This is an optimization exercise on Yosys and OpenROAD, whose aim is small area, a short achievable clock period and few clock cycles, not a production implementation.
Where RTL was checked, it was by simulation tests only, not by an equivalence proof against the original.
No functional check of the RTL was part of runs 2 and 3.
Power is estimated from default activity; no workload was simulated.

==> flow/design.v <==
module alu #(parameter WORD_W = 8)
            (input logic clock, n_reset, load_REG, ALU_REG, ALU_add, ALU_sub, ALU_xor,
             input logic [WORD_W-1:0] Adata,
             output logic [WORD_W-1:0] Wdata,
             output logic z_flag);
always_comb
  if (Wdata == 0)
    z_flag = 1'b1;
  else
    z_flag = 1'b0;
always_ff @(posedge clock, negedge n_reset)
  begin
  if (!n_reset)
    Wdata <= 0;
  else
    if (load_REG)
      if (ALU_REG)
        begin
        if (ALU_add)
          Wdata <= Wdata + Adata;
        else if (ALU_sub)
          Wdata <= Wdata - Adata;
        else if (ALU_xor)
          Wdata <= Wdata ^ Adata;
        end
      else
        Wdata <= Adata;
  end
endmodule
module buffer #(parameter WORD_W = 8, OP_W = 3)
               (output logic [WORD_W-1:0] Sdata, 
                input logic [WORD_W-1:0] switches,
                input logic clock);
always_ff @(posedge clock)
  Sdata <= switches;
endmodule
module decoder #(parameter OP_W = 3)
                  (input logic clock, n_reset, z_flag,
                   input logic [OP_W-1:0] op,
                   output logic load_REG, load_PC, load_IR,  ALU_REG, 
                                ALU_add, ALU_sub, ALU_xor, INC_PC, WE, IMM, IND);
enum logic {fetch, execute} Present_State, Next_State;
always_ff @(posedge clock, negedge n_reset)
  begin: seq
    if (!n_reset)
      Present_State <= fetch;
    else
      Present_State <= Next_State;
    end
always_comb
  begin: com
  load_REG = 1'b0;
  load_IR = 1'b0;
  ALU_REG = 1'b0;
  ALU_add = 1'b0;
  ALU_sub = 1'b0;
  ALU_xor = 1'b0;
  INC_PC = 1'b0;
  load_PC = 1'b0;
  IND = 1'b0;
  WE = 1'b0;
  IMM = 1'b0;
  unique case (Present_State)
    fetch:  begin
      load_IR = 1'b1;
      Next_State = execute;
    end
    execute: begin
      load_PC = 1'b1;
      INC_PC = 1'b1;
      unique case (op)
      3'b001: begin
              WE = 1'b1;
              end
      3'b000:  begin
              load_REG = 1'b1;
              end
      3'b100:   begin
              if (z_flag == 1'b0)
                INC_PC = 1'b0;
              end    
      3'b010:   begin
              load_REG = 1'b1;
              ALU_REG = 1'b1;
              ALU_add = 1'b1;
              end    
      3'b011:   begin
              load_REG = 1'b1;
              ALU_REG = 1'b1;
              ALU_sub = 1'b1;
              end 
      3'b101:  begin
              IMM = 1'b1;
              load_REG = 1'b1;
              end
      3'b110:   begin
              load_REG = 1'b1;
              ALU_REG = 1'b1;
              ALU_xor = 1'b1;
              end  
      3'b111: begin
              load_REG = 1'b1;
              IND = 1'b1;
              end
      default:; 
      endcase
      Next_State = fetch;
      end
  endcase
  end
endmodule
module dmem #(parameter WORD_W = 8, OP_W = 3)
               (output logic [WORD_W-1:0] Mdata,
                input logic [WORD_W-1:0] Wdata,
                input logic [WORD_W-OP_W-1:0] Daddress,
                input logic WE, clock);
logic [WORD_W-1:0] mem [0:(2**(WORD_W-OP_W))-1]; 
always_ff @(posedge clock)
  if (WE)
    mem[Daddress] <= Wdata;
always_comb begin
  Mdata = mem[Daddress];
  case (Daddress)
    1: Mdata = 5'b01111;
    2: Mdata = 5'b01001;
    3: Mdata = 5'b11001;
    4: Mdata = 5'b10100;
    5: Mdata = 5'b01101;
    6: Mdata = 5'b01101;
    7: Mdata = 5'b10110;
    8: Mdata = 5'b01011;
    default: Mdata = mem[Daddress];
  endcase
end
endmodule
module ir  #(parameter WORD_W = 8, OP_W = 3)
             (input logic clock, n_reset, load_IR,
              input logic[WORD_W-1:0] Idata,
              output logic [WORD_W-OP_W-1:0] operand,
              output logic [OP_W-1:0] op);
logic  [WORD_W-1:0] instr_reg;
always_comb
  {op, operand} = instr_reg;
always_ff @(posedge clock, negedge n_reset)
  begin
  if (!n_reset)
    instr_reg <= 0;
  else
    if (load_IR)
      instr_reg <= Idata;
  end
endmodule
module pc #(parameter WORD_W = 8, OP_W = 3)
               (input logic clock, n_reset, INC_PC, load_PC,
                input logic [WORD_W-OP_W-1:0] branchaddr,
                output logic [WORD_W-OP_W-1:0] Iaddress);
always_ff @(posedge clock, negedge n_reset)
  begin
  if (!n_reset)
    Iaddress <= 0;
  else
    if (load_PC)
      if (INC_PC)
        Iaddress <= Iaddress + 1;
      else
        Iaddress <= branchaddr;
  end
endmodule
module register #(parameter WORD_W = 8, OP_W = 3)
                (output logic [WORD_W-1:0] digits,
                input logic [WORD_W-1:0] Wdata,
                input logic WE, clock);
always_ff @(posedge clock)
  begin
  if (WE) 
    digits <= Wdata;
  end
endmodule
module sevenseg(output logic [6:0] seg, 
                input logic [3:0] digit);
always_comb
  unique case (digit)
    4'b0000 : seg = 7'b1000000;
    4'b0001 : seg = 7'b1111001;
    4'b0010 : seg = 7'b0100100;
    4'b0011 : seg = 7'b0110000;
    4'b0100 : seg = 7'b0011001;
    4'b0101 : seg = 7'b0010010;
    4'b0110 : seg = 7'b0000010;
    4'b0111 : seg = 7'b1111000;
    4'b1000 : seg = 7'b0000000;
    4'b1001 : seg = 7'b0010000;
    4'b1010 : seg = 7'b0001000;
    4'b1011 : seg = 7'b0000011;
    4'b1100 : seg = 7'b1000110;
    4'b1101 : seg = 7'b0100001;
    4'b1110 : seg = 7'b0000110;
    4'b1111 : seg = 7'b0001110;
    default : seg = 7'b1111111;
  endcase
endmodule
module cpu3 #(parameter WORD_W = 8, OP_W = 3)
             (input logic clock, n_reset,
              input logic [WORD_W-1:0] switches,
              input logic [WORD_W-1:0] Idata,
              output logic [WORD_W-OP_W-1:0] Iaddress,
              output logic [6:0] disp0, disp1);
logic load_REG,  load_IR, ALU_REG, ALU_add, ALU_sub, ALU_xor, INC_PC, load_PC, WE, IMM, z_flag, IND;
logic [OP_W-1:0] op;
logic [WORD_W-OP_W-1:0] branchaddr;
logic [WORD_W-OP_W-1:0] operand;
logic [WORD_W-OP_W-1:0] Daddress;
logic [WORD_W-1:0] Wdata;
logic [WORD_W-1:0] Rdata;
logic [WORD_W-1:0] Adata;
logic [WORD_W-1:0] Sdata;
logic [WORD_W-1:0] Mdata;
logic [WORD_W-1:0] digits;
always_comb begin
  if (IND)
    Daddress = Wdata;
  else
    Daddress = operand;
end
always_comb begin
  branchaddr = operand;
  if (IMM) 
    Adata = {{OP_W{1'b0}},operand};
  else 
    Adata = Rdata;
end
pc #(.WORD_W(WORD_W), .OP_W(OP_W)) pc0 (.*);
ir #(.WORD_W(WORD_W), .OP_W(OP_W)) ir0  (.*);
decoder #(.OP_W(OP_W)) decoder0  (.*);
alu #(.WORD_W(WORD_W)) alu0 (.*);
dmem #(.WORD_W(WORD_W), .OP_W(OP_W)) dmem0 (.*);
register #(.WORD_W(WORD_W), .OP_W(OP_W)) reg0 (.WE(WE && (Daddress == (2**(WORD_W-OP_W) - 2))), .*);
sevenseg d0 (.digit(digits[3:0]), .seg(disp0));
sevenseg d1 (.digit(digits[7:4]), .seg(disp1));
buffer #(.WORD_W(WORD_W), .OP_W(OP_W)) buf0 (.*);
always_comb begin
  if (Daddress == (2**(WORD_W-OP_W) - 1))
    Rdata = Sdata;
  else
    Rdata = Mdata;
end
endmodule
==> flow/run.sh <==
#!/bin/bash
# synth_recipe.tcl (not shown) runs the flow's synth.tcl, then flattens the netlist and writes it again
# the make line also repeats each setting of config.mk as NAME=value (left out here)
make -C /OpenROAD-flow-scripts/flow DESIGN_CONFIG=/design/flow/config.mk WORK_HOME=/design/flow/orfs CLKGATE_MAP_FILE= SYNTH_SCRIPT=/design/flow/synth_recipe.tcl finish
==> flow/config.mk <==
export PLATFORM = sky130hd
export DESIGN_NAME = cpu3
export DESIGN_NICKNAME = cpu3
export VERILOG_FILES = /design/flow/design.v
export SDC_FILE = /design/flow/constraint.sdc
export NUM_CORES = 4
export LEC_CHECK = 0
export CAP_MARGIN = 20
export CORE_MARGIN = 2
export CORE_UTILIZATION = 40
export PLACE_DENSITY = 0.6
export SLEW_MARGIN = 20
==> flow/constraint.sdc <==
create_clock -name core_clock -period 6.0 [get_ports {clock}]
set_input_delay 1.2000 -clock core_clock [delete_from_list [all_inputs] [get_ports {clock}]]
set_output_delay 1.2000 -clock core_clock [all_outputs]
set_load 0.01 [all_outputs]
==> results.json, run 1 <==
{
  "synth_top_family_by_area": "simple AND/OR/NAND/NOR gates",
  "diodes": 0,
  "grt_use_total": 0.198,
  "crit_path_max_fanout": 29,
  "multi_input_area_um2": 4230,
  "ys_ff_latch": 271,
  "cts_setup_buffers": 0,
  "hold_path_depth": 2,
  "clk_pin_slew_worst_paths_ns": 0.07,
  "path_class": "register to register",
  "clk_latency_ns": 0.57,
  "yosys.area_share.simple": 0.118,
  "skew_ns": 0.0283,
  "crit_required_ns": 6.49,
  "n_fill_cell": 2707,
  "seqCellArea_um2": 7810,
  "dp_hpwl_um": 21500,
  "core_area_um2": 30500,
  "firstDrtPassIters": 7,
  "syn_area_um2": 12400,
  "placed_cell_area_um2": 13200,
  "ir_drop_v": 0.000220,
  "outcome": "no timing/DRC/antenna violations",
  "num-nets-final": 1075,
  "rows": 64,
  "syn_nets": 1023,
  "p_leak_nw": 5.05,
  "fin_setup_tns_ns": 0,
  "ctsLongestPathBuffers": 3,
  "wl_per_cell_um": 22.6,
  "vias": 8127,
  "slew_headroom": 0.347,
  "drive_gt1_frac": 0.105,
  "cp-end-kind": "register",
  "hold_viol_final": 0,
  "cts_buffers": 29,
  "tightestPinTransition_ns": 0.952,
  "final_antenna_net_count": 0,
  "initial_core_util": 0.406,
  "cts_root_buffer": "clkbuf_16",
  "postCtsHoldBufs": 0,
  "die-area_um2": 32400,
  "syn2layout_area_growth_pct": 13.9,
  "fin_util": 0.462,
  "top_register": "dmem0.mem",
  "drt_iter0_drc": 769,
  "fmax_ghz": 0.191,
  "grt_max_degree": 51,
  "power_mw": 5.19,
  "synthCells": 974,
  "synth_mux_area_frac": 0.0957,
  "final_common_cell": "edfxtp_1",
  "slew_viol_final": 0,
  "setup-violations-final": 0,
  "grt_antenna_before_repair": 1,
  "fin_crit_sh": 0.874,
  "grt_pass1_vias": 7813,
  "cp_slowest_cell": "mux2i_4",
  "portBuffers": 36,
  "crit_family": "compound AO/OA/AOI/OAI gates",
  "stdcell_area_um2": 14100,
  "cts_tree": "yes",
  "drv_cap": 0,
  "crit_chain": "and4_4 -> mux2i_4 -> buf_12 -> nor2_1 -> o21ai_0 -> o211ai_1 -> or4_1 -> a211o_1 -> nand2_1 -> ha_1 -> o21bai_1 -> a21oi_1 -> o31ai_1 -> o21ai_0 -> a22o_1 -> or2_2 -> a31oi_1 -> o2bb2ai_1",
  "rsz0062_at_grt": "false",
  "reg2reg_depth": 18,
  "final_cell_mix": "227 x edfxtp_1, 110 x nand2_1, 104 x nor2_1",
  "hold_class": "register to register",
  "cts_htree_levels": 1,
  "synth_compound_gate_area_share": 0.0885,
  "synth-edff-count": 227,
  "critPathMaxStageDelay_ns": 0.60,
  "cpMostUsedCell": "o21ai_0",
  "die_y_um": 180,
  "drc": 0,
  "crit_arrival_ns": 5.74,
  "cts_resized": 0,
  "synth_xor_area_frac": 0.00495,
  "grt_remaining_overflow": 0,
  "num_io_pins": 37,
  "ys_seq_area_frac": 0.631,
  "cts_sinks": 271,
  "async_flop_share": 0.0812,
  "cp-start-kind": "register",
  "whs_ns": 0.579,
  "ys_types": 74,
  "die_x_um": 180,
  "gp_congestion": 0.896,
  "p_per_area_nw_per_um2": 368,
  "synth_ff_type": "edfxtp_1",
  "viasPerCell": 5.64,
  "grt_pass1_wl_um": 49100,
  "largest_register_ffs": 219,
  "drt-total-wl_um": 32600,
  "cp.depth": 18,
  "path_buf_inv": 1,
  "ys_warn_count": 9,
  "period_needed_ns": 5.24,
  "synth_adder_area_share": 0.0326,
  "avgSynthCellArea_um2": 12.7
}
power breakdown:
part,switching [mW],internal (mW),leakage [nW]
Combinational,0.737,0.404,2.15
Clock,0.726,0.930,0.418
Sequential,0.105,2.29,2.48
Total,1.57,3.62,5.05
layout make-up:
type                       instances  share of cell area
timing repair buffer              72              0.0453
clock buffer                      38              0.0539
inverter                          20             0.00532
clock inverter                    12             0.00692
multi-input combinational        632               0.300
sequential                       271               0.554
tap                              396              0.0351
cells by family after synthesis:
kind of cell	after synthesis
buf+inv	71
simple gates	321
mux	109
xor+xnor	7
fa+ha+maj	31
compound gates	164
flops	271
final timing paths:
kind | end | start | slack [ns]
worst min-delay path | pc0.Iaddress[4] | pc0.Iaddress[4] | 0.58
worst min register to register | pc0.Iaddress[4] | pc0.Iaddress[4] | 0.58
min in group asynchronous | ir0.instr_reg[6] | n_reset | 0.61
worst max-delay path | alu0.Wdata[7] | ir0.instr_reg[6] | 0.76
worst max register to register | alu0.Wdata[7] | ir0.instr_reg[6] | 0.76
max in group asynchronous | decoder0.Present_State | n_reset | 5.01
stage by stage:
stage	cells	setup slack [ns]
floorplan	974	1.79
global placement	1391	0.948
detailed placement	1391	0.809
CTS	1441	0.784
global route	1441	0.397
finish	1441	0.755
metal layers:
metal / share of wire / global-route usage
met1: 0.43 / 0.271
met2: 0.47 / 0.320
met5: 0 / 0
met3: 0.077 / 0.0393
met4: 0.028 / 0.0589
cell usage after synthesis, drive strengths merged, types with 3 or more instances:
library cell / count / area share
dfrtp: 22 / 0.044
nand2: 110 / 0.033
a31oi: 10 / 0.0051
o31ai: 7 / 0.0042
nand3: 36 / 0.015
nand4: 14 / 0.0071
nand3b: 7 / 0.0042
clkbuf: 24 / 0.0073
mux2i: 83 / 0.069
xnor2: 7 / 0.0050
o211ai: 6 / 0.0036
nor2: 105 / 0.032
nor2b: 3 / 0.0015
a211oi: 3 / 0.0018
mux2: 23 / 0.022
a21o: 6 / 0.0036
inv: 20 / 0.0061
o22a: 3 / 0.0021
nor3: 11 / 0.0049
nor3b: 7 / 0.0042
a32oi: 12 / 0.0085
mux4: 3 / 0.0055
nor4: 5 / 0.0025
nand2b: 7 / 0.0035
o21bai: 4 / 0.0024
or2: 3 / 0.0015
o22ai: 13 / 0.0066
a22oi: 6 / 0.0036
buf: 27 / 0.016
ha: 29 / 0.029
or4: 3 / 0.0018
edfxtp: 227 / 0.55
o21ai: 37 / 0.015
a21oi: 30 / 0.012
dfxtp: 22 / 0.036
and2: 6 / 0.0030
o2111ai: 5 / 0.0035
tightest hold or removal path: stages, from the launching register on:
cell and delay (ns):
dfrtp_1 0.40, inv_1 0.06, o22ai_1 0.07
Testbench counts, summed over its fixed seeds: cycles 161,240.
==> run 2, diff against run 1 <==
--- a/flow/design.v
+++ b/flow/design.v
@@ -111,27 +111,32 @@
 endmodule
 module dmem #(parameter WORD_W = 8, OP_W = 3)
                (output logic [WORD_W-1:0] Mdata,
+                output logic [WORD_W-1:0] digits,
                 input logic [WORD_W-1:0] Wdata,
-                input logic [WORD_W-OP_W-1:0] Daddress,
+                input logic [WORD_W-1:0] switches,
+                input logic [WORD_W-OP_W-1:0] Raddress,
+                input logic [WORD_W-OP_W-1:0] Waddress,
                 input logic WE, clock);
-logic [WORD_W-1:0] mem [0:(2**(WORD_W-OP_W))-1]; 
+logic [WORD_W-1:0] mem [0:30];
 always_ff @(posedge clock)
   if (WE)
-    mem[Daddress] <= Wdata;
-always_comb begin
-  Mdata = mem[Daddress];
-  case (Daddress)
-    1: Mdata = 5'b01111;
-    2: Mdata = 5'b01001;
-    3: Mdata = 5'b11001;
-    4: Mdata = 5'b10100;
-    5: Mdata = 5'b01101;
-    6: Mdata = 5'b01101;
-    7: Mdata = 5'b10110;
-    8: Mdata = 5'b01011;
-    default: Mdata = mem[Daddress];
-  endcase
-end
+    for (int i = 0; i <= 30; i++)
+      if ((i == 0 || i >= 9) && Waddress == i)
+        mem[i] <= Wdata;
+assign digits = mem[30];
+always_comb
+  case (Raddress)
+    1: Mdata = 8'd15;
+    2: Mdata = 8'd9;
+    3: Mdata = 8'd25;
+    4: Mdata = 8'd20;
+    5: Mdata = 8'd13;
+    6: Mdata = 8'd13;
+    7: Mdata = 8'd22;
+    8: Mdata = 8'd11;
+    31: Mdata = switches;
+    default: Mdata = mem[Raddress];
+  endcase
 endmodule
 module ir  #(parameter WORD_W = 8, OP_W = 3)
              (input logic clock, n_reset, load_IR,
@@ -205,43 +210,66 @@
               input logic [WORD_W-1:0] Idata,
               output logic [WORD_W-OP_W-1:0] Iaddress,
               output logic [6:0] disp0, disp1);
-logic load_REG,  load_IR, ALU_REG, ALU_add, ALU_sub, ALU_xor, INC_PC, load_PC, WE, IMM, z_flag, IND;
-logic [OP_W-1:0] op;
-logic [WORD_W-OP_W-1:0] branchaddr;
-logic [WORD_W-OP_W-1:0] operand;
-logic [WORD_W-OP_W-1:0] Daddress;
-logic [WORD_W-1:0] Wdata;
-logic [WORD_W-1:0] Rdata;
-logic [WORD_W-1:0] Adata;
-logic [WORD_W-1:0] Sdata;
-logic [WORD_W-1:0] Mdata;
-logic [WORD_W-1:0] digits;
+localparam A_W = WORD_W - OP_W;
+logic [WORD_W-1:0] instr_reg;
+logic [OP_W-1:0]   op;
+logic [A_W-1:0]    operand;
+logic [WORD_W-1:0] A, A_next, Mdata, digits, cmp;
+logic [A_W-1:0]    Raddress;
+logic              z_next, mem_op, taken, sub;
+logic [WORD_W:0]   sum;
+assign {op, operand} = instr_reg;
+assign Raddress = (op == 3'b111) ? A[A_W-1:0] : operand;
+dmem #(.WORD_W(WORD_W), .OP_W(OP_W)) dmem0
+  (.Mdata(Mdata), .digits(digits), .Wdata(A), .switches(switches),
+   .Raddress(Raddress), .Waddress(operand), .WE(op == 3'b001), .clock(clock));
+assign sub = (op == 3'b011);
+assign sum = {A, 1'b1} + {Mdata ^ {WORD_W{sub}}, sub};
+always_comb
+  case (op)
+    3'b000, 3'b111: A_next = Mdata;
+    3'b010, 3'b011:    A_next = sum[WORD_W:1];
+    3'b110:          A_next = A ^ Mdata;
+    3'b101:        A_next = {{OP_W{1'b0}}, operand};
+    default:       A_next = A;
+  endcase
 always_comb begin
-  if (IND)
-    Daddress = Wdata;
-  else
-    Daddress = operand;
+  case (op)
+    3'b010:          cmp = -A;
+    3'b011, 3'b110:    cmp = A;
+    default:       cmp = '0;
+  endcase
+  case (op)
+    3'b000, 3'b111, 3'b010, 3'b011, 3'b110: mem_op = 1'b1;
+    default:                         mem_op = 1'b0;
+  endcase
 end
-always_comb begin
-  branchaddr = operand;
-  if (IMM) 
-    Adata = {{OP_W{1'b0}},operand};
-  else 
-    Adata = Rdata;
-end
-pc #(.WORD_W(WORD_W), .OP_W(OP_W)) pc0 (.*);
-ir #(.WORD_W(WORD_W), .OP_W(OP_W)) ir0  (.*);
-decoder #(.OP_W(OP_W)) decoder0  (.*);
-alu #(.WORD_W(WORD_W)) alu0 (.*);
-dmem #(.WORD_W(WORD_W), .OP_W(OP_W)) dmem0 (.*);
-register #(.WORD_W(WORD_W), .OP_W(OP_W)) reg0 (.WE(WE && (Daddress == (2**(WORD_W-OP_W) - 2))), .*);
+always_comb
+  if (mem_op)
+    z_next = (Mdata == cmp);
+  else if (op == 3'b101)
+    z_next = (operand == 0);
+  else
+    z_next = (A == 0);
+always_ff @(posedge clock, negedge n_reset)
+  if (!n_reset)
+    A <= '0;
+  else
+    A <= A_next;
+assign taken = (Idata[WORD_W-1:A_W] == 3'b100) && !z_next;
+always_ff @(posedge clock, negedge n_reset)
+  if (!n_reset)
+    begin
+    Iaddress <= '0;
+    instr_reg[WORD_W-1:A_W] <= 3'b100;
+    end
+  else
+    begin
+    Iaddress <= taken ? Idata[A_W-1:0] : Iaddress + 1'b1;
+    instr_reg[WORD_W-1:A_W] <= Idata[WORD_W-1:A_W];
+    end
+always_ff @(posedge clock)
+  instr_reg[A_W-1:0] <= Idata[A_W-1:0];
 sevenseg d0 (.digit(digits[3:0]), .seg(disp0));
 sevenseg d1 (.digit(digits[7:4]), .seg(disp1));
-buffer #(.WORD_W(WORD_W), .OP_W(OP_W)) buf0 (.*);
-always_comb begin
-  if (Daddress == (2**(WORD_W-OP_W) - 1))
-    Rdata = Sdata;
-  else
-    Rdata = Mdata;
-end
-endmodule
+endmodule
--- a/flow/config.mk
+++ b/flow/config.mk
@@ -5,8 +5,10 @@
 export SDC_FILE = /design/flow/constraint.sdc
 export NUM_CORES = 4
 export LEC_CHECK = 0
+export ABC_AREA = 1
 export CAP_MARGIN = 20
 export CORE_MARGIN = 2
-export CORE_UTILIZATION = 40
-export PLACE_DENSITY = 0.6
+export CORE_UTILIZATION = 60
+export PLACE_DENSITY = 0.7
+export SETUP_SLACK_MARGIN = 3.0
 export SLEW_MARGIN = 20
==> results.json, run 2 <==
{
  "outcome": "no timing/DRC/antenna violations",
  "reg2reg_setup_slack_ns": 2.01,
  "grt_antenna_before_repair": 0,
  "grt_pass1_vias": 7888,
  "viasPerCell": 5.85,
  "drv_cap": 0,
  "cp_slowest_cell": "dfstp_2",
  "cts_buffers": 24,
  "hold_class": "register to register",
  "crit_required_ns": 6.40,
  "path_class": "register to register",
  "cpMostUsedCell": "nand2_1",
  "synth.most_common_cell": "nand2_1",
  "cp-endpoint": "A[4]",
  "p_per_area_nw_per_um2": 348,
  "period_needed_ns": 3.99,
  "ctsLongestPathBuffers": 3,
  "clk_pin_slew_worst_paths_ns": 0.06,
  "synth_ff_type": "edfxtp_1",
  "initial_core_util": 0.608,
  "synthCells": 1092,
  "ys_seq_area_frac": 0.604,
  "die-area_um2": 18500,
  "setup-violations-final": 0,
  "rsz0062_at_grt": "true",
  "r2r-end": "A[4]",
  "final_common_cell": "nand2_1",
  "drt-total-wl_um": 29400,
  "slew_headroom": 0.240,
  "dp_hpwl_um": 19200,
  "gp_congestion": 0.947,
  "yosysTopAreaCell": "edfxtp_1",
  "async_flop_share": 0.0731,
  "diodes": 0,
  "critPathMaxStageDelay_ns": 0.59,
  "cts_root_buffer": "clkbuf_16",
  "cts_htree_levels": 1,
  "timing.rr.start": "instr_reg[7]",
  "drc": 0,
  "final_cell_mix": "330 x nand2_1, 184 x edfxtp_1, 81 x nor2_1",
  "hold_viol_final": 0,
  "ir_drop_v": 0.000362,
  "worstSetupStartpoint": "instr_reg[7]",
  "final_antenna_net_count": 0,
  "syn_nets": 1131,
  "p_leak_nw": 5.19,
  "reg2reg_depth": 29,
  "yosys-top-cells-count": "359 x nand2_1, 184 x edfxtp_1, 104 x nor2_1",
  "fin_crit_sh": 0.665,
  "die_y_um": 136,
  "grt_max_degree": 30,
  "synth_top_area_share": 0.529,
  "ys_types": 44,
  "wl_per_cell_um": 20.1,
  "num_io_pins": 37,
  "stdcell_count": 1462,
  "syn_area_um2": 10400,
  "cts_tree": "yes",
  "synth_area_leaders": "edfxtp_1 53%, nand2_1 13%, nand3_1 3.7%, nor2_1 3.7%, dfxtp_1 3.6%",
  "ys_ff_latch": 219,
  "cts_sinks": 219,
  "avgSynthCellArea_um2": 9.57,
  "crit_arrival_ns": 4.39,
  "cp-start-kind": "register",
  "grt_remaining_overflow": 0,
  "grt_use_total": 0.319,
  "crit_path_max_fanout": 7,
  "num-nets-final": 1258,
  "die_x_um": 136,
  "fin_setup_tns_ns": 0,
  "clk_latency_ns": 0.52,
  "rows": 48,
  "largest_register_ffs": 184,
  "dpl.cell_count": 1354,
  "tightestPinTransition_ns": 1.14,
  "skew_ns": 0.0122,
  "cp-end-kind": "register",
  "grt_pass1_wl_um": 44000,
  "drt_iter0_drc": 1079,
  "drive_gt1_frac": 0.212,
  "portBuffers": 36,
  "firstDrtPassIters": 6,
  "vias": 8553,
  "core_area_um2": 17200,
  "ys_warn_count": 4,
  "synth-edff-count": 184,
  "min_from": "Iaddress[4]",
  "fmax_ghz": 0.251,
  "syn2layout_area_growth_pct": 24.4,
  "n_fill_cell": 1216,
  "slew_viol_final": 0
}
==> run 2: cell type report <==
class / count / area (um^2) / share of cell area
clock buffer: 33 / 676 / 0.0520
sequential: 219 / 6320 / 0.486
tap: 225 / 282 / 0.0217
clock inverter: 11 / 186 / 0.0143
timing repair buffer: 108 / 948 / 0.0730
inverter: 89 / 350 / 0.0270
multi-input combinational: 777 / 4230 / 0.326
==> run 2: how the worst min path moves through the flow <==
| stage | endpoint | cells after the start | slack (ns) |
|---|---|---|---|
| 2_1_floorplan | Iaddress[0] | 3 | 0.59 |
| 3_3_place_gp | Iaddress[4] | 3 | 0.57 |
| 3_5_place_dp | Iaddress[0] | 3 | 0.57 |
| 4_1_cts | Iaddress[0] | 3 | 0.59 |
| 5_1_grt | Iaddress[4] | 3 | 0.61 |
| 6_report | Iaddress[4] | 3 | 0.58 |
==> run 2: logic make-up after synthesis <==
kind of cell               after synthesis  share of synthesized area
adders and majority gates               21                     0.0251
buffers and inverters                   98                     0.0384
and+or+nand+nor                        644                      0.268
AOI/OAI and AO/OA                       98                     0.0547
xor gates and xnor gates                12                     0.0101
DFF                                    219                      0.604
==> run 2: power breakdown <==
| group | switching [mW] | internal [mW] | total, mW |
|---|---|---|---|
| combinational | 0.674 | 0.375 | 1.05 |
| clock | 0.596 | 0.968 | 1.56 |
| sequential | 0.0989 | 1.81 | 1.91 |
==> run 2: timing repair <==
action,CTS,global route
gates resized for setup,90,42
setup endpoints to repair,27,27
gates cloned,2,0
hold buffers,0,0
buffers inserted,47,15
pin swaps,34,19
==> run 2: per-stage QoR <==
step | utilization | setup WS [ns] | hold slack [ns] | cell area, um^2 | power (mW)
final | 0.756 | 2.01 | 0.582 | 13000 | 4.52
after global routing | 0.756 | 1.76 | 0.610 | 13000 | 4.68
after global placement | 0.650 | 1.24 | 0.567 | 11200 | 2.75
after CTS | 0.740 | 2.02 | 0.585 | 12700 | 4.45
after detailed placement | 0.650 | 1.12 | 0.569 | 11200 | 2.77
after floorplan | - | 2.53 | 0.590 | 10500 | 2.45
==> run 2: layer usage <==
layer | part of all wire | vias to the layer above | GRT usage
li1 | - | 3973 | -
met1 | 0.41 | 4001 | 0.467
met2 | 0.45 | 500 | 0.491
met3 | 0.11 | 79 | 0.0537
met4 | 0.034 | 0 | 0.102
met5 | 0 | - | 0
==> run 2: critical path: cells and delay by family (launching register included) <==
family	cells	cell delay [ns]
simple gates	16	1.53
buf+inv	6	0.73
flops	1	0.59
compound gates	5	0.52
fa+ha+maj	1	0.34
xor+xnor	1	0.14
==> run 3, diff against run 2 <==
==> flow/config.mk (replaced) <==
export PLATFORM = sky130hd
export DESIGN_NAME = cpu3
export DESIGN_NICKNAME = cpu3
export VERILOG_FILES = /design/flow/design.v
export SDC_FILE = /design/flow/constraint.sdc
export NUM_CORES = 4
export LEC_CHECK = 0
export ABC_CLOCK_PERIOD_IN_PS = 2500
export CAP_MARGIN = 20
export CORE_MARGIN = 2
export CORE_UTILIZATION = 40
export PLACE_DENSITY = 0.6
export SETUP_SLACK_MARGIN = 3.0
export SLEW_MARGIN = 20
==> results.json, run 3 <==
{
  "outcome": "no timing/DRC/antenna violations",
  "grt_max_degree": 37,
  "crit_required_ns": 6.39,
  "crit_arrival_ns": 5.09,
  "setup_slack_ns": 1.30,
  "cts_tree": "yes",
  "whs_ns": 0.532,
  "synth_top_area_share": 0.485,
  "drt-met1-wl_um": 16500,
  "worstSetupStartpoint": "instr_reg[7]",
  "combPwrFrac": 0.333,
  "hold_viol_final": 0,
  "routed-wl-met3_um": 3950,
  "cts_root_buffer": "clkbuf_16",
  "die-area_um2": 29800,
  "p_leak_nw": 5.06,
  "place_ws_ns": 0.578,
  "yosysTopAreaCell": "edfxtp_1",
  "viasPerCell": 6.41,
  "path_class": "register to register",
  "setup-violations-final": 0,
  "grt_pass1_vias": 9110,
  "diodes": 0,
  "firstDrtPassIters": 8,
  "ys_types": 84,
  "die_y_um": 173,
  "ys_seq_area_frac": 0.554,
  "ctsLongestPathBuffers": 3,
  "cts_sinks": 219,
  "cts_buffers": 24,
  "crit_path_max_fanout": 6,
  "fmax_ghz": 0.213,
  "clkPwrFrac": 0.284,
  "core_area_um2": 27900,
  "syn_nets": 1061,
  "grt_use_total": 0.261,
  "vias": 9667,
  "min_from": "Iaddress[0]",
  "largest_register_ffs": 184,
  "ir_drop_v": 0.000254,
  "postCtsHoldBufs": 0,
  "fin_crit_sh": 0.783,
  "period_needed_ns": 4.70,
  "cp-start-kind": "register",
  "grt_pass1_wl_um": 59100,
  "avgSynthCellArea_um2": 11.1,
  "async_flop_share": 0.0731,
  "tightestPinTransition_ns": 1.05,
  "fin_setup_tns_ns": 0,
  "cts_htree_levels": 1,
  "slew_viol_final": 0,
  "grt_antenna_before_repair": 0,
  "skew_ns": 0.0388,
  "cp-end-kind": "register",
  "die_x_um": 173,
  "drt_iter0_drc": 1138,
  "rsz0062_at_grt": "true",
  "portBuffers": 36,
  "p_per_area_nw_per_um2": 374,
  "initial_core_util": 0.408,
  "clk_latency_ns": 0.55,
  "final_common_cell": "edfxtp_1",
  "power.share.switching": 0.350,
  "syn2layout_area_growth_pct": 25.9,
  "synthCells": 1022,
  "internal-power_mw": 3.48,
  "syn_area_um2": 11400,
  "rows": 61,
  "dp_hpwl_um": 26500,
  "synth_ff_type": "edfxtp_1",
  "dr.max_layer_used": "met4",
  "final_cell_mix": "184 x edfxtp_1, 79 x nand2_1, 78 x buf_4",
  "drt-total-wl_um": 40600,
  "drive_gt1_frac": 0.231,
  "grt_remaining_overflow": 0,
  "power_mw": 5.36,
  "timing.rr.start": "instr_reg[7]",
  "drv_cap": 0,
  "dr_wl_met2_um": 18000,
  "ys_ff_latch": 219,
  "slew_headroom": 0.295,
  "gp_congestion": 0.971,
  "ys_warn_count": 4,
  "power_frac_seq": 0.383,
  "num_io_pins": 37,
  "clk_pin_slew_worst_paths_ns": 0.07,
  "synth_area_leaders": "edfxtp_1 49%, dfxtp_1 3.3%, dfrtp_1 3.3%, o21ai_0 2.8%, nand2_1 2.7%",
  "wl_per_cell_um": 26.9,
  "yosys-top-cells-count": "184 x edfxtp_1, 81 x nand2_1, 69 x nor2_1",
  "p_switching_mw": 1.87,
  "final_antenna_net_count": 0,
  "synth-edff-count": 184,
  "synth.most_common_cell": "edfxtp_1",
  "drc": 0,
  "hold_class": "register to register",
  "num-nets-final": 1154
}
## run 3: changes by cell type after synthesis, sizes merged, moves of 21 or more
cell and delta:
a21oi +22, buf +21, clkbuf +42, inv -62
mux2i +26, nand2 -300, nand3 -32, nor2 -56
## run 3: what timing repair did
action,CTS,global route
hold endpoints to repair,0,0
gates resized for setup,83,59
setup buffers,44,15
pin swaps,24,17
setup endpoints to repair,37,45
gates cloned,5,2
## run 3: layer usage
metal	track usage	up-vias
li1	-	4163
met1	0.359	4747
met2	0.407	615
met3	0.0488	142
met4	0.109	0
met5	0	-
## run 3: cell type report
class,instances,area (um^2)
well taps,378,473
repair buffers,136,1320
clock buffers,25,604
clock inverters,16,206
multi-input cells,710,5300
flip-flops and latches,219,6340
fillers,2502,13600
inverters,24,93.8
## run 3: kinds of logic after synthesis
kind of cell,Yosys count,share of synthesized area
simple gates,356,0.169
compound gates,273,0.170
flops,219,0.554
buf+inv,96,0.0358
mux,35,0.0318
xor+xnor,22,0.0169
fa+ha+maj,21,0.0231
## run 3: through the flow
stage	util	cells	cell area [um^2]
CTS	0.499	1491	13900
floorplan	-	1022	11600
global route	0.513	1508	14300
global placement	0.441	1401	12300
detailed placement	0.441	1401	12300
finish	0.513	1508	14300
## run 3: path summary, 6_finish.rpt
path / endpoint / slack [ns] / cells after the start
max: A[7] / 1.30 / 16
min: Iaddress[0] / 0.53 / 1
max reg2reg: A[7] / 1.30 / 16
min reg2reg: Iaddress[0] / 0.53 / 1
max in group asynchronous: A[3] / 4.24 / 1
min in group asynchronous: Iaddress[3] / 1.12 / 1
## run 3: critical path: stages, from the launching register on
cell       delay (ns)
dfstp_2          0.64
nand3_4          0.14
buf_12           0.17
buf_6            0.12
mux2i_1          0.11
buf_4            0.15
and3_1           0.18
a2111oi_0        0.70
and4_1           0.37
a32oi_2          0.21
xor2_1           0.19
ha_1             0.39
o21ai_0          0.16
a31oi_4          0.25
o21ai_1          0.08
nor4b_1          0.16
or4_1            0.51
## run 3: power by group through the flow
stage | combinational [mW] | sequential (mW) | clock [mW]
after floorplan | 0.902 | 2.03 | 0
after global placement | 1.38 | 2.10 | 0
after detailed placement | 1.39 | 2.10 | 0
after CTS | 1.65 | 2.03 | 1.54
after global routing | 1.87 | 2.05 | 1.60
final | 1.79 | 2.05 | 1.52
==> run 4, diff against run 3 <==
--- a/flow/design.v
+++ b/flow/design.v
@@ -216,24 +216,23 @@
 logic [A_W-1:0]    operand;
 logic [WORD_W-1:0] A, A_next, Mdata, digits, cmp;
 logic [A_W-1:0]    Raddress;
-logic              z_next, mem_op, taken, sub;
-logic [WORD_W:0]   sum;
+logic              z_next, mem_op, taken;
 assign {op, operand} = instr_reg;
 assign Raddress = (op == 3'b111) ? A[A_W-1:0] : operand;
 dmem #(.WORD_W(WORD_W), .OP_W(OP_W)) dmem0
   (.Mdata(Mdata), .digits(digits), .Wdata(A), .switches(switches),
    .Raddress(Raddress), .Waddress(operand), .WE(op == 3'b001), .clock(clock));
-assign sub = (op == 3'b011);
-assign sum = {A, 1'b1} + {Mdata ^ {WORD_W{sub}}, sub};
 always_comb
   case (op)
     3'b000, 3'b111: A_next = Mdata;
-    3'b010, 3'b011:    A_next = sum[WORD_W:1];
+    3'b010:          A_next = A + Mdata;
+    3'b011:          A_next = A - Mdata;
     3'b110:          A_next = A ^ Mdata;
     3'b101:        A_next = {{OP_W{1'b0}}, operand};
     default:       A_next = A;
   endcase
 always_comb begin
+  mem_op = 1'b1;
   case (op)
     3'b010:          cmp = -A;
     3'b011, 3'b110:    cmp = A;
@@ -261,15 +260,13 @@
   if (!n_reset)
     begin
     Iaddress <= '0;
-    instr_reg[WORD_W-1:A_W] <= 3'b100;
+    instr_reg <= {3'b100, {A_W{1'b0}}};
     end
   else
     begin
     Iaddress <= taken ? Idata[A_W-1:0] : Iaddress + 1'b1;
-    instr_reg[WORD_W-1:A_W] <= Idata[WORD_W-1:A_W];
-    end
-always_ff @(posedge clock)
-  instr_reg[A_W-1:0] <= Idata[A_W-1:0];
+    instr_reg <= Idata;
+    end
 sevenseg d0 (.digit(digits[3:0]), .seg(disp0));
 sevenseg d1 (.digit(digits[7:4]), .seg(disp1));
 endmodule
==> flow/config.mk (replaced) <==
export PLATFORM = sky130hd
export DESIGN_NAME = cpu3
export DESIGN_NICKNAME = cpu3
export VERILOG_FILES = /design/flow/design.v
export SDC_FILE = /design/flow/constraint.sdc
export NUM_CORES = 4
export LEC_CHECK = 0
export CAP_MARGIN = 20
export CORE_MARGIN = 2
export CORE_UTILIZATION = 40
export PLACE_DENSITY = 0.6
export SLEW_MARGIN = 20
==> results.json, run 4 <==
{
  "diodes": 0,
  "cpMostUsedCell": "a21o_1",
  "ys_seq_area_frac": 0.528,
  "hold_path_depth": 1,
  "die-area_um2": 31400,
  "outcome": "no timing/DRC/antenna violations",
  "gp_congestion": 1.04,
  "crit_path_max_fanout": 12,
  "ys_ff_latch": 219,
  "crit_required_ns": 6.43,
  "whs_ns": 0.533,
  "grt_antenna_before_repair": 0,
  "viasPerCell": 6.44,
  "ctsLongestPathBuffers": 3,
  "syn_area_um2": 12000,
  "skew_ns": 0.0178,
  "critPathMaxStageDelay_ns": 0.56,
  "synth_ff_type": "edfxtp_1",
  "num-nets-final": 1229,
  "fmax_ghz": 0.177,
  "dr_wl_met2_um": 20200,
  "wl_per_cell_um": 28.6,
  "dp_hpwl_um": 32200,
  "cp.depth": 24,
  "synth.most_common_cell": "edfxtp_1",
  "path_buf_inv": 4,
  "ys_warn_count": 4,
  "clk_pin_slew_worst_paths_ns": 0.06,
  "yosys-top-cells-count": "184 x edfxtp_1, 92 x nand2_1, 80 x nor2_1",
  "path_class": "register to register",
  "final_cell_mix": "184 x edfxtp_1, 91 x nand2_1, 86 x buf_4",
  "worstSetupStartpoint": "instr_reg[4]",
  "initial_core_util": 0.405,
  "cp_slowest_cell": "dfrtp_1",
  "yosysTopAreaCell": "edfxtp_1",
  "grt_pass1_wl_um": 66500,
  "vias": 10300,
  "tightestPinTransition_ns": 1.24,
  "drc": 0,
  "dr.max_layer_used": "met4",
  "drive_gt1_frac": 0.143,
  "grt_max_degree": 45,
  "hold_class": "register to register",
  "fin_setup_tns_ns": 0,
  "grt_use_total": 0.288,
  "drt_iter0_drc": 1450,
  "synth-edff-count": 184,
  "ys_types": 89,
  "slew_headroom": 0.173,
  "drt-met1-wl_um": 18900,
  "fin_util": 0.477,
  "syn_nets": 1152,
  "synth_area_leaders": "edfxtp_1 46%, dfrtp_1 4.2%, nand2_1 2.9%, nor2_1 2.5%, o21ai_0 2.5%",
  "cts_root_buffer": "clkbuf_16",
  "timing.rr.start": "instr_reg[4]",
  "die_x_um": 177,
  "firstDrtPassIters": 5,
  "hold_viol_final": 0,
  "die_y_um": 177,
  "synth_top_area_share": 0.461,
  "routed-wl-met3_um": 4050,
  "rsz0062_at_grt": "false",
  "grt_remaining_overflow": 0,
  "crit_chain": "buf_4 -> or4bb_1 -> mux2_2 -> o2111ai_1 -> nor4_1 -> buf_4 -> a21oi_2 -> inv_1 -> ha_1 -> nand2_1 -> o21ai_0 -> inv_1 -> ha_1 -> nor2b_1 -> o21ai_0 -> nand2b_1 -> a21o_1 -> a21o_1 -> a21o_1 -> a21oi_1 -> xor2_1 -> nor3b_1 -> o21a_1 -> o31a_1",
  "ir_drop_v": 0.000229,
  "reg2reg_depth": 24,
  "final_antenna_net_count": 0,
  "cp-start-kind": "register",
  "cts_tree": "yes",
  "num_io_pins": 37,
  "cts_buffers": 24,
  "r2r-end": "A[7]",
  "async_flop_share": 0.0959,
  "drt-total-wl_um": 45600,
  "largest_register_ffs": 184,
  "reg2reg_setup_slack_ns": 0.36,
  "cp-end-kind": "register",
  "cts_htree_levels": 1,
  "final_common_cell": "edfxtp_1",
  "clk_latency_ns": 0.56,
  "crit_family": "compound AO/OA/AOI/OAI gates",
  "fin_crit_sh": 0.940,
  "setup-violations-final": 0,
  "cts_sinks": 219,
  "p_per_area_nw_per_um2": 378,
  "avgSynthCellArea_um2": 10.8,
  "p_leak_nw": 5.02,
  "cp-endpoint": "A[7]",
  "portBuffers": 36,
  "rows": 63,
  "drv_cap": 0,
  "period_needed_ns": 5.64,
  "grt_pass1_vias": 9690,
  "crit_arrival_ns": 6.07,
  "synthCells": 1111,
  "syn2layout_area_growth_pct": 17.6,
  "slew_viol_final": 0,
  "core_area_um2": 29600
}
-- run 4: cell count changes after synthesis, sizes merged, moves of 11 or more --
cell    before  now
a211oi      13    2
a22oi       11   25
a32oi        2   15
buf         29   44
nand2       81   92
nand4       16   27
nor2        69   81
-- run 4: power by group --
| part | leakage [nW] | internal (mW) | total (mW) | switching, mW |
|---|---|---|---|---|
| Combinational | 2.60 | 0.660 | 1.73 | 1.07 |
| Clock | 0.394 | 0.915 | 1.56 | 0.650 |
| Sequential | 2.02 | 1.87 | 2.04 | 0.173 |
-- run 4: cells by family (layout without fill, tap and decap cells) --
family | after synthesis | after routing | share of synthesized area
AOI/OAI and AO/OA | 276 | 276 | 0.163
xor gates and xnor gates | 22 | 22 | 0.0161
adders and majority gates | 23 | 23 | 0.0246
buffers and inverters | 105 | 200 | 0.0399
DFF | 219 | 219 | 0.528
muxes | 44 | 44 | 0.0391
and+or+nand+nor | 422 | 422 | 0.189
-- run 4: what timing repair did --
item | CTS | global route
hold buffers | 0 | 0
resized for setup | 0 | 12
endpoints found under the setup margin | 0 | 1
setup buffers | 0 | 4
-- run 4: routing by layer --
layer	track usage	vias to the layer above
li1	-	4452
met1	0.399	5046
met2	0.444	627
met3	0.0468	148
met4	0.131	0
met5	0	-
-- run 4: how the worst min path moves through the flow --
stage,end,startpoint
2_1_floorplan,Iaddress[0],Iaddress[0]
5_1_grt,Iaddress[0],Iaddress[0]
3_5_place_dp,Iaddress[0],Iaddress[0]
4_1_cts,Iaddress[0],Iaddress[0]
3_3_place_gp,Iaddress[0],Iaddress[0]
6_report,Iaddress[0],Iaddress[0]
-- run 4: area by class of cell --
class | instances | area, um^2
clock buffer | 29 | 619
inverter | 28 | 105
fill | 2725 | 15500
timing repair buffer | 128 | 1120
sequential | 219 | 6350
clock inverter | 15 | 204
tap | 390 | 488
multi-input combinational | 787 | 5210
-- run 4: metrics by stage --
stage | setup slack (ns) | total power, mW | cell area (um^2) | std cells
after floorplan | 0.888 | 2.96 | 12000 | 1111
after global placement | 0.353 | 3.72 | 13200 | 1546
after detailed placement | 0.219 | 3.74 | 13200 | 1548
after CTS | 0.189 | 5.29 | 14000 | 1592
after global routing | 0.0126 | 5.52 | 14100 | 1596
final | 0.360 | 5.33 | 14100 | 1596
Testbench counts of run 4, summed over its fixed seeds: cycles 80,620.
==> run 5, diff against run 4 <==
--- a/flow/design.v
+++ b/flow/design.v
@@ -211,43 +211,44 @@
               output logic [WORD_W-OP_W-1:0] Iaddress,
               output logic [6:0] disp0, disp1);
 localparam A_W = WORD_W - OP_W;
-logic [WORD_W-1:0] instr_reg;
-logic [OP_W-1:0]   op;
-logic [A_W-1:0]    operand;
+logic do_load, do_store, do_add, do_sub, do_xor, do_loadi;
+logic [A_W-1:0]    Daddress;
 logic [WORD_W-1:0] A, A_next, Mdata, digits, cmp;
-logic [A_W-1:0]    Raddress;
-logic              z_next, mem_op, taken;
-assign {op, operand} = instr_reg;
-assign Raddress = (op == 3'b111) ? A[A_W-1:0] : operand;
+logic [WORD_W-1:0] sum, b;
+logic [WORD_W:0]   g0, p0, g1, p1, g2, p2, g3;
+logic              keep;
+logic [OP_W-1:0]   fop;
+logic              z_next, taken;
 dmem #(.WORD_W(WORD_W), .OP_W(OP_W)) dmem0
   (.Mdata(Mdata), .digits(digits), .Wdata(A), .switches(switches),
-   .Raddress(Raddress), .Waddress(operand), .WE(op == 3'b001), .clock(clock));
-always_comb
-  case (op)
-    3'b000, 3'b111: A_next = Mdata;
-    3'b010:          A_next = A + Mdata;
-    3'b011:          A_next = A - Mdata;
-    3'b110:          A_next = A ^ Mdata;
-    3'b101:        A_next = {{OP_W{1'b0}}, operand};
-    default:       A_next = A;
-  endcase
-always_comb begin
-  mem_op = 1'b1;
-  case (op)
-    3'b010:          cmp = -A;
-    3'b011, 3'b110:    cmp = A;
-    default:       cmp = '0;
-  endcase
-  case (op)
-    3'b000, 3'b111, 3'b010, 3'b011, 3'b110: mem_op = 1'b1;
-    default:                         mem_op = 1'b0;
-  endcase
-end
-always_comb
-  if (mem_op)
+   .Raddress(Daddress), .Waddress(Daddress), .WE(do_store), .clock(clock));
+assign b = Mdata ^ {WORD_W{do_sub}};
+assign g0 = {A & b, do_sub};
+assign p0 = {A | b, 1'b0};
+assign g1 = {g0[WORD_W:1] | (p0[WORD_W:1] & g0[WORD_W-1:0]), g0[0]};
+assign p1 = {p0[WORD_W:1] & p0[WORD_W-1:0], p0[0]};
+assign g2 = {g1[WORD_W:2] | (p1[WORD_W:2] & g1[WORD_W-2:0]), g1[1:0]};
+assign p2 = {p1[WORD_W:2] & p1[WORD_W-2:0], p1[1:0]};
+assign g3 = {g2[WORD_W:4] | (p2[WORD_W:4] & g2[WORD_W-4:0]), g2[3:0]};
+assign sum = A ^ b ^ g3[WORD_W-1:0];
+assign keep = !(do_load || do_add || do_sub || do_xor || do_loadi);
+assign A_next = ({WORD_W{do_load}} & Mdata)
+              | ({WORD_W{do_add || do_sub}} & sum)
+              | ({WORD_W{do_xor}} & (A ^ Mdata))
+              | ({WORD_W{do_loadi}} & {{OP_W{1'b0}}, Daddress})
+              | ({WORD_W{keep}} & A);
+always_comb
+  if (do_add)
+    cmp = -A;
+  else if (do_sub || do_xor)
+    cmp = A;
+  else
+    cmp = '0;
+always_comb
+  if (do_load || do_add || do_sub || do_xor)
     z_next = (Mdata == cmp);
-  else if (op == 3'b101)
-    z_next = (operand == 0);
+  else if (do_loadi)
+    z_next = (Daddress == 0);
   else
     z_next = (A == 0);
 always_ff @(posedge clock, negedge n_reset)
@@ -255,18 +256,31 @@
     A <= '0;
   else
     A <= A_next;
-assign taken = (Idata[WORD_W-1:A_W] == 3'b100) && !z_next;
+assign fop = Idata[WORD_W-1:A_W];
+assign taken = (fop == 3'b100) && !z_next;
 always_ff @(posedge clock, negedge n_reset)
   if (!n_reset)
     begin
     Iaddress <= '0;
-    instr_reg <= {3'b100, {A_W{1'b0}}};
+    do_load  <= 1'b0;
+    do_store <= 1'b0;
+    do_add   <= 1'b0;
+    do_sub   <= 1'b0;
+    do_xor   <= 1'b0;
+    do_loadi <= 1'b0;
     end
   else
     begin
     Iaddress <= taken ? Idata[A_W-1:0] : Iaddress + 1'b1;
-    instr_reg <= Idata;
-    end
+    do_load  <= (fop == 3'b000) || (fop == 3'b111);
+    do_store <= (fop == 3'b001);
+    do_add   <= (fop == 3'b010);
+    do_sub   <= (fop == 3'b011);
+    do_xor   <= (fop == 3'b110);
+    do_loadi <= (fop == 3'b101);
+    end
+always_ff @(posedge clock)
+  Daddress <= (fop == 3'b111) ? A_next[A_W-1:0] : Idata[A_W-1:0];
 sevenseg d0 (.digit(digits[3:0]), .seg(disp0));
 sevenseg d1 (.digit(digits[7:4]), .seg(disp1));
 endmodule
--- a/flow/config.mk
+++ b/flow/config.mk
@@ -5,8 +5,10 @@
 export SDC_FILE = /design/flow/constraint.sdc
 export NUM_CORES = 4
 export LEC_CHECK = 0
+export ABC_AREA = 1
 export CAP_MARGIN = 20
 export CORE_MARGIN = 2
-export CORE_UTILIZATION = 40
-export PLACE_DENSITY = 0.6
+export CORE_UTILIZATION = 60
+export PLACE_DENSITY = 0.7
+export SETUP_SLACK_MARGIN = 3.0
 export SLEW_MARGIN = 20
==> results.json, run 5 <==
{
  "outcome": "no timing/DRC/antenna violations",
  "stdcell_area_um2": 13400,
  "initial_core_util": 0.611,
  "ys_ff_latch": 222,
  "die_x_um": 136,
  "combPwrFrac": 0.301,
  "skew_ns": 0.00766,
  "vias": 8607,
  "largest_register_ffs": 184,
  "period_needed_ns": 3.23,
  "synth.most_common_cell": "nand2_1",
  "tightestPinTransition_ns": 1.02,
  "cpMostUsedCell": "nand2_1",
  "slew_headroom": 0.318,
  "synth-edff-count": 184,
  "drive_gt1_frac": 0.241,
  "critPathMaxStageDelay_ns": 0.39,
  "p_per_area_nw_per_um2": 373,
  "die_y_um": 136,
  "clk_latency_ns": 0.51,
  "synth_mux_area_frac": 0,
  "grt_remaining_overflow": 0,
  "internal-power_mw": 3.34,
  "diodes": 0,
  "ys_types": 42,
  "grt_use_total": 0.298,
  "ctsLongestPathBuffers": 3,
  "fin_setup_tns_ns": 0,
  "hold_viol_final": 0,
  "ys_seq_area_frac": 0.608,
  "ir_drop_v": 0.000393,
  "crit_required_ns": 6.38,
  "stdcell_count": 1497,
  "cts_root_buffer": "clkbuf_16",
  "firstDrtPassIters": 7,
  "synthCells": 1101,
  "path_class": "register to register",
  "path_buf_inv": 3,
  "crit_path_max_fanout": 6,
  "grt_pass1_wl_um": 41800,
  "drt-total-wl_um": 28200,
  "crit_chain": "nor2_4 -> nand2_2 -> nor2_4 -> buf_4 -> nand2_1 -> nand2_1 -> nor2_2 -> nand2_1 -> nor2_2 -> nand4_1 -> nand2_2 -> xor2_2 -> inv_1 -> ha_1 -> inv_1 -> a21oi_2 -> o21ai_2 -> a21oi_2 -> o21ai_2 -> or2_4 -> nand3_2 -> o2111ai_1",
  "num_io_pins": 37,
  "cp_slowest_cell": "dfxtp_4",
  "clk_pin_slew_worst_paths_ns": 0.06,
  "cts_sinks": 222,
  "synth_adder_area_share": 0.0334,
  "setup-violations-final": 0,
  "dpl.cell_count": 1355,
  "final_common_cell": "nand2_1",
  "core_area_um2": 17200,
  "avgSynthCellArea_um2": 9.53,
  "viasPerCell": 5.75,
  "cts_buffers": 24,
  "grt_pass1_vias": 7882,
  "synth_top_area_share": 0.527,
  "synth_area_leaders": "edfxtp_1 53%, nand2_1 14%, dfrtp_1 4.5%, nand3_1 4.4%, nor2_1 3.9%",
  "yosys.area_share.simple": 0.266,
  "ys_warn_count": 4,
  "synth_top_family_by_area": "simple AND/OR/NAND/NOR gates",
  "drc": 0,
  "final_cell_mix": "363 x nand2_1, 184 x edfxtp_1, 92 x buf_4",
  "grt_antenna_before_repair": 0,
  "dp_hpwl_um": 17200,
  "cp-start-kind": "register",
  "synth_xor_area_frac": 0.00918,
  "power.share.switching": 0.332,
  "postCtsHoldBufs": 0,
  "fmax_ghz": 0.310,
  "syn_nets": 1147,
  "drv_cap": 0,
  "crit_arrival_ns": 3.61,
  "yosys-top-cells-count": "392 x nand2_1, 184 x edfxtp_1, 109 x nor2_1",
  "drt_iter0_drc": 968,
  "yosysTopAreaCell": "edfxtp_1",
  "rsz0062_at_grt": "true",
  "crit_family": "simple AND/OR/NAND/NOR gates",
  "top_register": "dmem0.mem",
  "grt_max_degree": 31,
  "syn2layout_area_growth_pct": 27.6,
  "fin_util": 0.779,
  "cp-end-kind": "register",
  "synth_compound_gate_area_share": 0.0430,
  "final_antenna_net_count": 0,
  "power_frac_seq": 0.409,
  "cts_tree": "yes",
  "synth_ff_type": "edfxtp_1",
  "gp_congestion": 0.980,
  "num-nets-final": 1300,
  "slew_viol_final": 0,
  "async_flop_share": 0.0856,
  "die-area_um2": 18600,
  "fin_crit_sh": 0.538,
  "portBuffers": 36,
  "wl_per_cell_um": 18.8,
  "rows": 48,
  "placed_cell_area_um2": 11100,
  "syn_area_um2": 10500,
  "hold_class": "register to register",
  "p_switching_mw": 1.65,
  "clkPwrFrac": 0.290,
  "cts_htree_levels": 1,
  "p_leak_nw": 5.61
}
run 5: timing repair:
action	CTS	global route
resized for setup	154	61
setup endpoints to repair	32	29
pin swaps	58	45
setup buffers	56	42
run 5: stage by stage:
stage	total power, mW	setup WS [ns]	hold WS (ns)
final	4.99	2.77	0.575
after global routing	5.18	2.63	0.605
after CTS	4.81	2.86	0.580
after detailed placement	3.12	2.27	0.566
after global placement	3.11	2.26	0.558
after floorplan	2.71	2.98	0.590
run 5: worst min-delay path: stages, from the launching register on:
cell     delay, ns
dfrtp_1       0.36
xnor2_1       0.08
nand2_1       0.06
nand2_1       0.04
run 5: final timing paths:
check | from | to | slack [ns] | cells past startpoint
max | Daddress[2] | A[6] | 2.77 | 22
max reg2reg | Daddress[2] | A[6] | 2.77 | 22
min in group asynchronous | n_reset | A[5] | 1.21 | 1
min | Iaddress[4] | Iaddress[4] | 0.58 | 3
min reg2reg | Iaddress[4] | Iaddress[4] | 0.58 | 3
max in group asynchronous | n_reset | Iaddress[4] | 4.22 | 1
run 5: routing by layer:
layer  share of wire  global-route usage  vias to the layer above
li1                -                   -                     3996
met1            0.40               0.402                     4029
met2            0.46               0.475                      456
met3           0.093              0.0630                      126
met4           0.050               0.120                        0
met5               0                   0                        -
run 5: power by group through the flow:
stage               Sequential (mW)  Clock, mW  Combinational (mW)
floorplan                      2.09          0               0.619
global placement               2.06          0                1.05
detailed placement             2.07          0                1.05
CTS                            2.04       1.46                1.30
global route                   2.05       1.51                1.61
finish                         2.04       1.45                1.50
run 5: area by class of cell:
cell class              instances  area [um^2]
flip-flops and latches        222         6400
multi-input cells             773         4310
fillers                      1112         3790
repair buffers                141         1230
clock buffers                  29          641
inverters                      92          393
well taps                     225          282
clock inverters                15          136
run 5: cell families (layout without fill, tap and decap cells):
family          count (synthesis)  after routing
flops                         222            222
buf+inv                       106            277
xor+xnor                       11             11
compound gates                 77             77
fa+ha+maj                      28             28
simple gates                  657            657
Testbench counts of run 5, summed over its fixed seeds: cycles 80,620.
==> run 6, diff against run 5 <==
--- a/flow/design.v
+++ b/flow/design.v
@@ -110,11 +110,11 @@
   end
 endmodule
 module dmem #(parameter WORD_W = 8, OP_W = 3)
-               (output logic [WORD_W-1:0] Mdata,
+               (output logic [WORD_W-1:0] Mdata, Ndata,
                 output logic [WORD_W-1:0] digits,
                 input logic [WORD_W-1:0] Wdata,
                 input logic [WORD_W-1:0] switches,
-                input logic [WORD_W-OP_W-1:0] Raddress,
+                input logic [WORD_W-OP_W-1:0] Raddress, Naddress,
                 input logic [WORD_W-OP_W-1:0] Waddress,
                 input logic WE, clock);
 logic [WORD_W-1:0] mem [0:30];
@@ -124,19 +124,22 @@
       if ((i == 0 || i >= 9) && Waddress == i)
         mem[i] <= Wdata;
 assign digits = mem[30];
-always_comb
-  case (Raddress)
-    1: Mdata = 8'd15;
-    2: Mdata = 8'd9;
-    3: Mdata = 8'd25;
-    4: Mdata = 8'd20;
-    5: Mdata = 8'd13;
-    6: Mdata = 8'd13;
-    7: Mdata = 8'd22;
-    8: Mdata = 8'd11;
-    31: Mdata = switches;
-    default: Mdata = mem[Raddress];
+function automatic logic [WORD_W-1:0] rd(input logic [WORD_W-OP_W-1:0] a);
+  case (a)
+    1: rd = 8'd15;
+    2: rd = 8'd9;
+    3: rd = 8'd25;
+    4: rd = 8'd20;
+    5: rd = 8'd13;
+    6: rd = 8'd13;
+    7: rd = 8'd22;
+    8: rd = 8'd11;
+    31: rd = switches;
+    default: rd = mem[a];
   endcase
+endfunction
+assign Mdata = rd(Raddress);
+assign Ndata = rd(Naddress);
 endmodule
 module ir  #(parameter WORD_W = 8, OP_W = 3)
              (input logic clock, n_reset, load_IR,
@@ -211,18 +214,19 @@
               output logic [WORD_W-OP_W-1:0] Iaddress,
               output logic [6:0] disp0, disp1);
 localparam A_W = WORD_W - OP_W;
-logic do_load, do_store, do_add, do_sub, do_xor, do_loadi;
+logic do_load, do_loadr, do_store, do_add, do_sub, do_xor, do_loadi;
 logic [A_W-1:0]    Daddress;
-logic [WORD_W-1:0] A, A_next, Mdata, digits, cmp;
-logic [WORD_W-1:0] sum, b;
+logic [WORD_W-1:0] Mreg;
+logic [WORD_W-1:0] A, A_next, Mdata, Ndata, digits, sum, b;
 logic [WORD_W:0]   g0, p0, g1, p1, g2, p2, g3;
-logic              keep;
 logic [OP_W-1:0]   fop;
-logic              z_next, taken;
+logic [A_W-1:0]    fadr;
+logic              z_next, taken, keep, fwd, stall;
 dmem #(.WORD_W(WORD_W), .OP_W(OP_W)) dmem0
-  (.Mdata(Mdata), .digits(digits), .Wdata(A), .switches(switches),
-   .Raddress(Daddress), .Waddress(Daddress), .WE(do_store), .clock(clock));
-assign b = Mdata ^ {WORD_W{do_sub}};
+  (.Mdata(Mdata), .Ndata(Ndata), .digits(digits), .Wdata(A), .switches(switches),
+   .Raddress(fadr), .Naddress(A[A_W-1:0]), .Waddress(Daddress), .WE(do_store),
+   .clock(clock));
+assign b = Mreg ^ {WORD_W{do_sub}};
 assign g0 = {A & b, do_sub};
 assign p0 = {A | b, 1'b0};
 assign g1 = {g0[WORD_W:1] | (p0[WORD_W:1] & g0[WORD_W-1:0]), g0[0]};
@@ -231,38 +235,34 @@
 assign p2 = {p1[WORD_W:2] & p1[WORD_W-2:0], p1[1:0]};
 assign g3 = {g2[WORD_W:4] | (p2[WORD_W:4] & g2[WORD_W-4:0]), g2[3:0]};
 assign sum = A ^ b ^ g3[WORD_W-1:0];
-assign keep = !(do_load || do_add || do_sub || do_xor || do_loadi);
-assign A_next = ({WORD_W{do_load}} & Mdata)
+assign keep = !(do_load || do_loadr || do_add || do_sub || do_xor || do_loadi);
+assign A_next = ({WORD_W{do_load}} & Mreg)
+              | ({WORD_W{do_loadr}} & Ndata)
               | ({WORD_W{do_add || do_sub}} & sum)
-              | ({WORD_W{do_xor}} & (A ^ Mdata))
+              | ({WORD_W{do_xor}} & (A ^ Mreg))
               | ({WORD_W{do_loadi}} & {{OP_W{1'b0}}, Daddress})
               | ({WORD_W{keep}} & A);
-always_comb
-  if (do_add)
-    cmp = -A;
-  else if (do_sub || do_xor)
-    cmp = A;
-  else
-    cmp = '0;
-always_comb
-  if (do_load || do_add || do_sub || do_xor)
-    z_next = (Mdata == cmp);
-  else if (do_loadi)
-    z_next = (Daddress == 0);
-  else
-    z_next = (A == 0);
+assign z_next = (({WORD_W{do_load}} & Mreg)
+               | ({WORD_W{do_add || do_sub}} & sum)
+               | ({WORD_W{do_xor}} & (A ^ Mreg))
+               | ({WORD_W{do_loadi}} & {{OP_W{1'b0}}, Daddress})
+               | ({WORD_W{keep}} & A)) == 0;
 always_ff @(posedge clock, negedge n_reset)
   if (!n_reset)
     A <= '0;
   else
     A <= A_next;
 assign fop = Idata[WORD_W-1:A_W];
+assign fadr = Idata[A_W-1:0];
+assign stall = (fop == 3'b100) && do_loadr;
 assign taken = (fop == 3'b100) && !z_next;
+assign fwd = do_store && (Daddress == fadr) && (fadr == 0 || (fadr >= 9 && fadr <= 30));
 always_ff @(posedge clock, negedge n_reset)
   if (!n_reset)
     begin
     Iaddress <= '0;
     do_load  <= 1'b0;
+    do_loadr <= 1'b0;
     do_store <= 1'b0;
     do_add   <= 1'b0;
     do_sub   <= 1'b0;
@@ -271,8 +271,10 @@
     end
   else
     begin
-    Iaddress <= taken ? Idata[A_W-1:0] : Iaddress + 1'b1;
-    do_load  <= (fop == 3'b000) || (fop == 3'b111);
+    if (!stall)
+      Iaddress <= taken ? fadr : Iaddress + 1'b1;
+    do_load  <= (fop == 3'b000);
+    do_loadr <= (fop == 3'b111);
     do_store <= (fop == 3'b001);
     do_add   <= (fop == 3'b010);
     do_sub   <= (fop == 3'b011);
@@ -280,7 +282,10 @@
     do_loadi <= (fop == 3'b101);
     end
 always_ff @(posedge clock)
-  Daddress <= (fop == 3'b111) ? A_next[A_W-1:0] : Idata[A_W-1:0];
+  begin
+  Daddress <= fadr;
+  Mreg <= fwd ? A : Mdata;
+  end
 sevenseg d0 (.digit(digits[3:0]), .seg(disp0));
 sevenseg d1 (.digit(digits[7:4]), .seg(disp1));
 endmodule
--- a/flow/config.mk
+++ b/flow/config.mk
@@ -10,5 +10,5 @@
 export CORE_MARGIN = 2
 export CORE_UTILIZATION = 60
 export PLACE_DENSITY = 0.7
-export SETUP_SLACK_MARGIN = 3.0
+export SETUP_SLACK_MARGIN = 3.5
 export SLEW_MARGIN = 20
==> results.json, run 6 <==
{
  "final_cell_mix": "243 x nand2_1, 199 x inv_1, 184 x edfxtp_1",
  "clk_pin_slew_worst_paths_ns": 0.06,
  "p_leak_nw": 6.06,
  "top_register": "dmem0.mem",
  "hold_viol_final": 0,
  "grt_max_degree": 29,
  "tightestPinTransition_ns": 0.992,
  "period_needed_ns": 2.52,
  "core_area_um2": 19500,
  "die_y_um": 145,
  "setup-violations-final": 0,
  "final_antenna_net_count": 0,
  "ys_warn_count": 4,
  "cts_buffers": 25,
  "gp_congestion": 1.08,
  "rsz0062_at_grt": "true",
  "whs_ns": 0.520,
  "largest_register_ffs": 184,
  "die-area_um2": 21100,
  "cts_htree_levels": 1,
  "grt_pass1_vias": 9973,
  "syn_nets": 1375,
  "ys_seq_area_frac": 0.548,
  "num_io_pins": 37,
  "p_switching_mw": 2.16,
  "die_x_um": 145,
  "internal-power_mw": 3.60,
  "fmax_ghz": 0.397,
  "synth_ff_type": "edfxtp_1",
  "crit_chain": "buf_4 -> inv_2 -> nor2_4 -> buf_4 -> nand2_2 -> inv_1 -> nand2_1 -> o21ai_0 -> nor3_2 -> nand3_1 -> nor3_1 -> nand3_1 -> nand3_1 -> nand2_1",
  "reg2reg_setup_slack_ns": 3.48,
  "crit_family": "simple AND/OR/NAND/NOR gates",
  "syn_area_um2": 12000,
  "power.share.switching": 0.376,
  "wl_per_cell_um": 23.6,
  "ctsLongestPathBuffers": 3,
  "clk_latency_ns": 0.55,
  "num-nets-final": 1478,
  "combPwrFrac": 0.371,
  "yosysTopAreaCell": "edfxtp_1",
  "outcome": "no timing/DRC/antenna violations",
  "drive_gt1_frac": 0.173,
  "grt_antenna_before_repair": 1,
  "clkPwrFrac": 0.270,
  "synthCells": 1332,
  "path_buf_inv": 4,
  "hold_class": "register to register",
  "dp_hpwl_um": 28200,
  "yosys-top-cells-count": "262 x nand2_1, 212 x inv_1, 184 x edfxtp_1",
  "synth_area_leaders": "edfxtp_1 46%, nand2_1 8.2%, inv_1 6.6%, o22ai_1 4.6%, dfxtp_1 4.5%",
  "path_class": "register to register",
  "fin_crit_sh": 0.420,
  "cp-end-kind": "register",
  "synth_top_area_share": 0.461,
  "skew_ns": 0.0226,
  "grt_remaining_overflow": 0,
  "viasPerCell": 6.34,
  "cts_tree": "yes",
  "slew_viol_final": 0,
  "power_mw": 5.76,
  "power_frac_seq": 0.359,
  "ys_ff_latch": 231,
  "rows": 51,
  "cpMostUsedCell": "nand3_1",
  "p_per_area_nw_per_um2": 400,
  "final_common_cell": "nand2_1",
  "initial_core_util": 0.613,
  "cp_slowest_cell": "dfrtp_4",
  "fin_setup_tns_ns": 0,
  "drc": 0
}
==> run 6: changes by cell type in the layout (fill, tap and decap cells not counted), sizes merged, moves of 6 or more <==
cell           delta
nand2           -135
inv             +134
o22ai            +88
buf              -44
a21oi            +35
o21ai            +26
clkdlybuf4s50    -25
dlygate4sd2      +19
nand4            +18
nand3            +15
nor3             +14
a22oi            +10
dfxtp             +8
xnor2             +6
==> run 6: logic make-up (layout without fill, tap and decap cells) <==
kind of cell | after synthesis | after routing | synth area share
XOR/XNOR | 13 | 13 | 0.00951
other | 0 | 1 | 0
AO/OA/AOI/OAI | 247 | 247 | 0.126
flip-flops | 231 | 231 | 0.548
buffers and inverters | 244 | 364 | 0.0794
adder cells (fa/ha/maj) | 25 | 25 | 0.0261
AND/OR/NAND/NOR | 572 | 572 | 0.211
==> run 6: power by group through the flow <==
stage          Clock [mW]  Combinational [mW]  Sequential, mW
5_1_grt              1.61                2.23            2.08
3_5_place_dp            0                1.55            2.15
3_3_place_gp            0                1.54            2.15
4_1_cts              1.54                1.77            2.06
6_report             1.56                2.13            2.07
2_1_floorplan           0               0.900            2.16
==> run 6: path summary, 6_finish.rpt <==
check                           cells past startpoint         from           to
min in group asynchronous                           1      n_reset     do_loadr
worst min-delay path                                2  Iaddress[4]  Iaddress[4]
worst min register to register                      2  Iaddress[4]  Iaddress[4]
worst max-delay path                               14         A[0]         A[1]
worst max register to register                     14         A[0]         A[1]
max in group asynchronous                           1      n_reset         A[2]
==> run 6: stage by stage <==
stage                     cells  area (um^2)
after floorplan            1332        12000
after global placement     1625        12700
after detailed placement   1625        12700
after CTS                  1688        13800
after global routing       1717        14400
final                      1718        14400
==> run 6: layout make-up <==
cell class / instances / area (um^2)
repair buffers: 95 / 866
diodes: 1 / 2.50
clock buffers: 30 / 654
clock inverters: 14 / 155
fillers: 1420 / 5120
well taps: 265 / 332
flip-flops and latches: 231 / 6580
multi-input cells: 857 / 4940
inverters: 225 / 867
==> run 6: routing by layer <==
layer / vias up / GRT usage / share of wire
met4: 0 / 0.191 / 0.065
met3: 201 / 0.0739 / 0.13
met5: - / 0 / 0
met2: 834 / 0.569 / 0.45
li1: 4804 / - / -
met1: 5050 / 0.502 / 0.36
==> run 6: what timing repair did <==
| item | 4_1_cts | 5_1_grt |
|---|---|---|
| resized for setup | 106 | 88 |
| pin swaps | 8 | 42 |
| endpoints found under the setup margin | 52 | 31 |
| setup buffers | 19 | 28 |
| hold buffers | 0 | 0 |
| gates cloned | 0 | 1 |
==> run 6: tightest hold or removal path: stages, from the launching register on <==
cell     delay (ns)
dfrtp_1        0.37
nand2_1        0.06
nand2_1        0.06
Testbench counts of run 6, summed over its fixed seeds: cycles 80,948.
